Context: an optimization exercise on an open-source flow, tuned for small area, a short achievable clock period and few clock cycles per item. The choices shown serve that exercise and are no tape-out recipe. In this exercise RTL edits were held to simulation tests only and were not proved equivalent to the original.

## v5
==> flow/design.v <==
module chunk_inner_loop(
	input logic [511:0] chunk, output logic [255:0] hash,
	input logic valid, reset, clk,
	output logic ready
);
logic        busy;            
logic [5:0]  n;               
logic        fin;             
logic        tail;            
logic [31:0] w [0:15];        
logic [31:0] a, b, c, d, e, f, g, h;
logic [31:0] hv [0:7];        
logic [31:0] das, dac;        
logic [31:0] des, dec;        
function automatic [31:0] rotr(input [31:0] x, input integer s);
	rotr = (x >> s) | (x << (32 - s));
endfunction
function automatic [31:0] kconst(input [5:0] i);
	case (i)
		6'd0: kconst = 32'h428a2f98;  6'd1: kconst = 32'h71374491;  6'd2: kconst = 32'hb5c0fbcf;  6'd3: kconst = 32'he9b5dba5;
		6'd4: kconst = 32'h3956c25b;  6'd5: kconst = 32'h59f111f1;  6'd6: kconst = 32'h923f82a4;  6'd7: kconst = 32'hab1c5ed5;
		6'd8: kconst = 32'hd807aa98;  6'd9: kconst = 32'h12835b01;  6'd10: kconst = 32'h243185be; 6'd11: kconst = 32'h550c7dc3;
		6'd12: kconst = 32'h72be5d74; 6'd13: kconst = 32'h80deb1fe; 6'd14: kconst = 32'h9bdc06a7; 6'd15: kconst = 32'hc19bf174;
		6'd16: kconst = 32'he49b69c1; 6'd17: kconst = 32'hefbe4786; 6'd18: kconst = 32'h0fc19dc6; 6'd19: kconst = 32'h240ca1cc;
		6'd20: kconst = 32'h2de92c6f; 6'd21: kconst = 32'h4a7484aa; 6'd22: kconst = 32'h5cb0a9dc; 6'd23: kconst = 32'h76f988da;
		6'd24: kconst = 32'h983e5152; 6'd25: kconst = 32'ha831c66d; 6'd26: kconst = 32'hb00327c8; 6'd27: kconst = 32'hbf597fc7;
		6'd28: kconst = 32'hc6e00bf3; 6'd29: kconst = 32'hd5a79147; 6'd30: kconst = 32'h06ca6351; 6'd31: kconst = 32'h14292967;
		6'd32: kconst = 32'h27b70a85; 6'd33: kconst = 32'h2e1b2138; 6'd34: kconst = 32'h4d2c6dfc; 6'd35: kconst = 32'h53380d13;
		6'd36: kconst = 32'h650a7354; 6'd37: kconst = 32'h766a0abb; 6'd38: kconst = 32'h81c2c92e; 6'd39: kconst = 32'h92722c85;
		6'd40: kconst = 32'ha2bfe8a1; 6'd41: kconst = 32'ha81a664b; 6'd42: kconst = 32'hc24b8b70; 6'd43: kconst = 32'hc76c51a3;
		6'd44: kconst = 32'hd192e819; 6'd45: kconst = 32'hd6990624; 6'd46: kconst = 32'hf40e3585; 6'd47: kconst = 32'h106aa070;
		6'd48: kconst = 32'h19a4c116; 6'd49: kconst = 32'h1e376c08; 6'd50: kconst = 32'h2748774c; 6'd51: kconst = 32'h34b0bcb5;
		6'd52: kconst = 32'h391c0cb3; 6'd53: kconst = 32'h4ed8aa4a; 6'd54: kconst = 32'h5b9cca4f; 6'd55: kconst = 32'h682e6ff3;
		6'd56: kconst = 32'h748f82ee; 6'd57: kconst = 32'h78a5636f; 6'd58: kconst = 32'h84c87814; 6'd59: kconst = 32'h8cc70208;
		6'd60: kconst = 32'h90befffa; 6'd61: kconst = 32'ha4506ceb; 6'd62: kconst = 32'hbef9a3f7; default: kconst = 32'hc67178f2;
	endcase
endfunction
function automatic [31:0] maj3(input [31:0] x, input [31:0] y, input [31:0] z);
	maj3 = (x & y) | (x & z) | (y & z);
endfunction
function automatic [31:0] add_bk(input [31:0] p, input [31:0] q);
	logic [31:0] t, gg, pp;
	integer i, k;
	t = p ^ q; gg = p & q; pp = t;
	for (k = 1; k < 32; k = k * 2)
		for (i = 2*k - 1; i < 32; i = i + 2*k) begin
			gg[i] = gg[i] | (pp[i] & gg[i-k]);
			pp[i] = pp[i] & pp[i-k];
		end
	for (k = 8; k >= 1; k = k / 2)
		for (i = 3*k - 1; i < 32; i = i + 2*k) begin
			gg[i] = gg[i] | (pp[i] & gg[i-k]);
			pp[i] = pp[i] & pp[i-k];
		end
	add_bk = t ^ {gg[30:0], 1'b0};
endfunction
wire rnd = busy && !tail;
wire last = rnd && (n == 6'd0);       
wire [31:0] sig1 = rotr(e, 6) ^ rotr(e, 11) ^ rotr(e, 25);
wire [31:0] ch   = (e & f) ^ (~e & g);
wire [31:0] sig0 = rotr(a, 2) ^ rotr(a, 13) ^ rotr(a, 22);
wire [31:0] maj  = (a & b) ^ (a & c) ^ (b & c);
wire [31:0] a1s = das ^ dac ^ ch;
wire [31:0] a1c = {maj3(das, dac, ch), 1'b0};
wire [31:0] a2s = sig1 ^ sig0 ^ maj;
wire [31:0] a2c = {maj3(sig1, sig0, maj), 1'b0};
wire [31:0] a3s = a1s ^ a1c ^ a2s;
wire [31:0] a3c = {maj3(a1s, a1c, a2s), 1'b0};
wire [31:0] a4s = a3s ^ a3c ^ a2c;
wire [31:0] a4c = {maj3(a3s, a3c, a2c), 1'b0};
wire [31:0] a_new = a4s + a4c;
wire [31:0] e1s = des ^ dec ^ ch;
wire [31:0] e1c = {maj3(des, dec, ch), 1'b0};
wire [31:0] e2s = e1s ^ e1c ^ sig1;
wire [31:0] e2c = {maj3(e1s, e1c, sig1), 1'b0};
wire [31:0] e_new = e2s + e2c;
wire [31:0] kn  = kconst(n);
wire [31:0] hn  = rnd ? g : hv[7];
wire [31:0] dn  = rnd ? c : hv[3];
wire [31:0] wn  = rnd ? w[1] : chunk[511:480];
wire [31:0] p_s = hn ^ kn ^ wn;
wire [31:0] p_c = {maj3(hn, kn, wn), 1'b0};
wire [31:0] das_n = p_s;
wire [31:0] dac_n = p_c;
wire [31:0] des_n = p_s ^ p_c ^ dn;
wire [31:0] dec_n = {maj3(p_s, p_c, dn), 1'b0};
wire [31:0] s0w = rotr(w[1], 7) ^ rotr(w[1], 18) ^ (w[1] >> 3);
wire [31:0] s1w = rotr(w[14], 17) ^ rotr(w[14], 19) ^ (w[14] >> 10);
wire [31:0] w1s = w[0] ^ w[9] ^ s0w;
wire [31:0] w1c = {maj3(w[0], w[9], s0w), 1'b0};
wire [31:0] w2s = w1s ^ w1c ^ s1w;
wire [31:0] w2c = {maj3(w1s, w1c, s1w), 1'b0};
wire [31:0] w_new = w2s + w2c;
wire [31:0] fa_sum = add_bk(hv[3], a);
wire [31:0] fe_sum = add_bk(hv[7], e);
assign ready = !busy;
assign hash = {hv[0], hv[1], hv[2], hv[3], hv[4], hv[5], hv[6], hv[7]};
integer j;
always_ff @(posedge clk) begin
	if (!busy) begin
		for (j = 0; j < 16; j++) w[j] <= chunk[511 - 32*j -: 32];
	end else begin
		for (j = 0; j < 15; j++) w[j] <= w[j+1];
		w[15] <= w_new;
	end
	if (rnd) begin
		a <= a_new; b <= a; c <= b; d <= c;
		e <= e_new; f <= e; g <= f; h <= g;
	end else begin
		a <= hv[0]; b <= hv[1]; c <= hv[2]; d <= hv[3];
		e <= hv[4]; f <= hv[5]; g <= hv[6]; h <= hv[7];
	end
	das <= das_n; dac <= dac_n;
	des <= des_n; dec <= dec_n;
end
always_ff @(posedge clk) begin
	if (reset) begin
		busy <= 1'b0;
		n <= 6'd0;
		fin <= 1'b0;
		tail <= 1'b0;
		hv[0] <= 32'h6a09e667; hv[1] <= 32'hbb67ae85; hv[2] <= 32'h3c6ef372; hv[3] <= 32'ha54ff53a;
		hv[4] <= 32'h510e527f; hv[5] <= 32'h9b05688c; hv[6] <= 32'h1f83d9ab; hv[7] <= 32'h5be0cd19;
	end else begin
		fin <= rnd && (n == 6'd61 || n == 6'd62 || n == 6'd63 || n == 6'd0);
		tail <= last;
		if (!busy) begin
			n <= valid ? 6'd1 : 6'd0;
			busy <= valid;
		end else begin
			if (rnd && !last) n <= n + 6'd1;    
			if (tail) busy <= 1'b0;
			if (fin) begin
				hv[0] <= fa_sum; hv[1] <= hv[0]; hv[2] <= hv[1]; hv[3] <= hv[2];
				hv[4] <= fe_sum; hv[5] <= hv[4]; hv[6] <= hv[5]; hv[7] <= hv[6];
			end
		end
	end
end
endmodule
export LEC_CHECK = 0
export CAP_MARGIN = 20
export CORE_MARGIN = 2
export CORE_UTILIZATION = 60
export PLACE_DENSITY = 0.72
export SLEW_MARGIN = 20
create_clock -name core_clock -period 12.0 [get_ports {clk}]
standard.sh (not shown) runs the stock make flow with config.mk's settings and CLKGATE_MAP_FILE= SYNTH_SCRIPT=/design/flow/synth_recipe.tcl, a recipe that flattens the netlist after the stock synthesis.
==> flow/flow/run.sh <==
#!/bin/bash
# Layout: the standard flow (standard.sh, unchanged synthesis), with
#  - sky130_fd_sc_hd__buf_1 as the port buffer (every port still gets one),
#  - timing repair aimed at a setup slack of SETUP_SLACK_MARGIN ns, so the
#    design is repaired below the 12 ns constraint it is signed off at,
#  - a clock tree of clkbuf_8 buffers without dummy loads.
# make's full output goes to standard.log in the work folder; ORFS's per-step
# logs stay under orfs/logs/.
set -uo pipefail
cd "$(dirname "$0")/.."
bash standard.sh \
  "BUFFER_PORTS_ARGS=-buffer_cell sky130_fd_sc_hd__buf_1" \
  "SETUP_SLACK_MARGIN=8" \
  "CTS_ARGS=-sink_clustering_enable -repair_clock_nets -dont_use_dummy_load -buf_list sky130_fd_sc_hd__clkbuf_8" \
  finish > standard.log 2>&1
status=$?
tail -n 40 standard.log
exit $status
Testbench counts of v5, summed over its fixed seeds: cycles 12,680, items 192.
> inputs changed (v5 -> v39)
--- a/flow/flow/run.sh
+++ b/flow/flow/run.sh
@@ -5,3 +5,3 @@
 #    design is repaired below the 12 ns constraint it is signed off at,
-#  - a clock tree of clkbuf_8 buffers without dummy loads.
+#  - a clock tree of clkbuf_4/clkbuf_8 buffers without dummy loads.
 # make's full output goes to standard.log in the work folder; ORFS's per-step
@@ -12,4 +12,4 @@
   "BUFFER_PORTS_ARGS=-buffer_cell sky130_fd_sc_hd__buf_1" \
-  "SETUP_SLACK_MARGIN=8" \
-  "CTS_ARGS=-sink_clustering_enable -repair_clock_nets -dont_use_dummy_load -buf_list sky130_fd_sc_hd__clkbuf_8" \
+  "SETUP_SLACK_MARGIN=7.4" \
+  "CTS_ARGS=-sink_clustering_enable -repair_clock_nets -dont_use_dummy_load -buf_list sky130_fd_sc_hd__clkbuf_4 sky130_fd_sc_hd__clkbuf_8" \
   finish > standard.log 2>&1
==> comparison <==
- v39 did not run to completion, as it errored out during 4_1_cts.
- Delta (v39 minus v5): cell area after synthesis shows no meaningful change; total instance count after detailed placement shows no meaningful change; number of cells produced by synthesis shows no meaningful change; compound-cell area share of the yosys netlist shows no meaningful change.
- For HPWL reported at the end of detailed placement, v5 and v39 come out practically identical.
Modified inputs, v54 compared to v39
- swapping 0.72 for 0.68 in PLACE_DENSITY
- swapping 60 for 55 in CORE_UTILIZATION
--- a/flow/flow/run.sh
+++ b/flow/flow/run.sh
@@ -5,3 +5,3 @@
 #    design is repaired below the 12 ns constraint it is signed off at,
-#  - a clock tree of clkbuf_4/clkbuf_8 buffers without dummy loads.
+#  - a clock tree of clkbuf_8 buffers without dummy loads.
 # make's full output goes to standard.log in the work folder; ORFS's per-step
@@ -12,4 +12,4 @@
   "BUFFER_PORTS_ARGS=-buffer_cell sky130_fd_sc_hd__buf_1" \
-  "SETUP_SLACK_MARGIN=7.4" \
-  "CTS_ARGS=-sink_clustering_enable -repair_clock_nets -dont_use_dummy_load -buf_list sky130_fd_sc_hd__clkbuf_4 sky130_fd_sc_hd__clkbuf_8" \
+  "SETUP_SLACK_MARGIN=7.3" \
+  "CTS_ARGS=-sink_clustering_enable -repair_clock_nets -dont_use_dummy_load -buf_list sky130_fd_sc_hd__clkbuf_8" \
   finish > standard.log 2>&1
### Flow results
- Comparing HPWL after detailed placement for v39 and v54, the smaller number came from v39.
- There was hardly any difference in area of placed instances between v39 and v54.
- Comparing v39 and v54, the one run not ending clean was v39.
- Min die height across v39 and v54: v39
- In the flow results for v39 and v54, the number of core rows is smaller on v39.
For v22, these inputs were changed with respect to v54:
- CORE_UTILIZATION now 60, was 55
- PLACE_DENSITY now 0.72, was 0.68
--- a/flow/flow/run.sh
+++ b/flow/flow/run.sh
@@ -5,3 +5,3 @@
 #    design is repaired below the 12 ns constraint it is signed off at,
-#  - a clock tree of clkbuf_8 buffers without dummy loads.
+#  - a clock tree of clkbuf_4/clkbuf_8 buffers without dummy loads.
 # make's full output goes to standard.log in the work folder; ORFS's per-step
@@ -12,4 +12,4 @@
   "BUFFER_PORTS_ARGS=-buffer_cell sky130_fd_sc_hd__buf_1" \
-  "SETUP_SLACK_MARGIN=7.3" \
-  "CTS_ARGS=-sink_clustering_enable -repair_clock_nets -dont_use_dummy_load -buf_list sky130_fd_sc_hd__clkbuf_8" \
+  "SETUP_SLACK_MARGIN=7.4" \
+  "CTS_ARGS=-sink_clustering_enable -repair_clock_nets -dont_use_dummy_load -buf_list {sky130_fd_sc_hd__clkbuf_4 sky130_fd_sc_hd__clkbuf_8}" \
   finish > standard.log 2>&1
### Flow results
v22 went all the way through the flow, and no timing, DRC or antenna check failed. Diff v54 -> v22: via count of the first global-routing pass higher; fraction of area in registers lower; met2 layer usage reported by global route higher; multi-input logic portion of the cell area higher. A endpoint of the most critical setup path of a[22]$_DFF_P_ is what v22 shows, while kn[24]$_DFF_P_ belongs to v54. The run with more setup slack is v54; v22 has less.
diff inputs: v22 => v8
- CORE_UTILIZATION: 60 -> 70
- PLACE_DENSITY: 0.72 -> 0.8
--- a/flow/flow/run.sh
+++ b/flow/flow/run.sh
@@ -5,3 +5,3 @@
 #    design is repaired below the 12 ns constraint it is signed off at,
-#  - a clock tree of clkbuf_4/clkbuf_8 buffers without dummy loads.
+#  - a clock tree of clkbuf_8 buffers without dummy loads.
 # make's full output goes to standard.log in the work folder; ORFS's per-step
@@ -12,4 +12,4 @@
   "BUFFER_PORTS_ARGS=-buffer_cell sky130_fd_sc_hd__buf_1" \
-  "SETUP_SLACK_MARGIN=7.4" \
-  "CTS_ARGS=-sink_clustering_enable -repair_clock_nets -dont_use_dummy_load -buf_list {sky130_fd_sc_hd__clkbuf_4 sky130_fd_sc_hd__clkbuf_8}" \
+  "SETUP_SLACK_MARGIN=7.35" \
+  "CTS_ARGS=-sink_clustering_enable -repair_clock_nets -dont_use_dummy_load -buf_list sky130_fd_sc_hd__clkbuf_8" \
   finish > standard.log 2>&1
==> comparison <==
[flow] v8 | stages: complete | final checks: fail | reason: capacitance limit, slew limit
Delta (v8 minus v22): final critical-path setup slack now smaller, number of instances in the placed design fell by about 2.6%.
[inputs] v7 vs v8
- a change of PLACE_DENSITY from 0.8 to 0.72
- a change of CORE_UTILIZATION from 70 to 60
--- a/flow/flow/run.sh
+++ b/flow/flow/run.sh
@@ -12,3 +12,3 @@
   "BUFFER_PORTS_ARGS=-buffer_cell sky130_fd_sc_hd__buf_1" \
-  "SETUP_SLACK_MARGIN=7.35" \
+  "SETUP_SLACK_MARGIN=7.4" \
   "CTS_ARGS=-sink_clustering_enable -repair_clock_nets -dont_use_dummy_load -buf_list sky130_fd_sc_hd__clkbuf_8" \
==> run notes <==
- v7: no failed stages, no open violations at the end
- v7 ended up with a lower arrival time at the worst endpoint than v8 did.
- Relative to v8, share of the final layout cell area in multi-input gates has decreased by 0.29 points in v7.
- v8 → v7: critical path depth increased 3, placeable core region increased 16%, data required time at the worst endpoint decreased 20 ps, half-perimeter wire length after placement essentially unchanged.
- Final critical delay including setup and external delays (v7 over v8): decrease, 1140 ps
- ~same final worst clock skew in v8 and v7
- v7 -> v8: clock-cell share of area flat
- Looking at end point of the critical path, the a[22]$_DFF_P_ result is from v7; the a[29]$_DFF_P_ one comes from v8.

-- re-timing with driven ports --
Ports are ideal in the flow. The routed layouts listed here were re-timed in OpenROAD.
Step 1 (the two cells are an assumption about what drives the block):
set clk [get_ports {clk}]
set_driving_cell -lib_cell sky130_fd_sc_hd__clkbuf_16 $clk
set_driving_cell -lib_cell sky130_fd_sc_hd__buf_2 [delete_from_list [all_inputs] $clk]
Step 2 times the ports against the registers' clock, not the clock port: input delays grow and output delays shrink by t, the midpoint of the rising clock arrivals with the driver on.
Three values: no drivers, after step 1, after step 2; two values: the first two.
run | t, ns | slack for setup (ns) | hold WS [ns] | worst data-port slew with drivers (ns) | pins driven straight from the clock port
v5 | 0.920 | 7.369 / 7.369 / 7.087 | 0.420 / 0.420 / 0.420 | 0.14 | 1
v54 | 0.912 | 7.354 / 7.400 / 6.491 | 0.413 / 0.413 / 0.413 | 0.16 | 1
v22 | 0.929 | 7.338 / 7.338 / 6.637 | 0.404 / 0.404 / 0.404 | 0.16 | 1
v8 | 0.910 | 6.203 / 6.203 / 6.203 | 0.420 / 0.420 / 0.420 | 0.25 | 1
v7 | 0.929 | 7.338 / 7.338 / 6.637 | 0.404 / 0.404 / 0.404 | 0.16 | 1
For v54, which loses most, drivers alone change the setup slack by +0.046 ns; drivers and shift together by -0.863 ns.
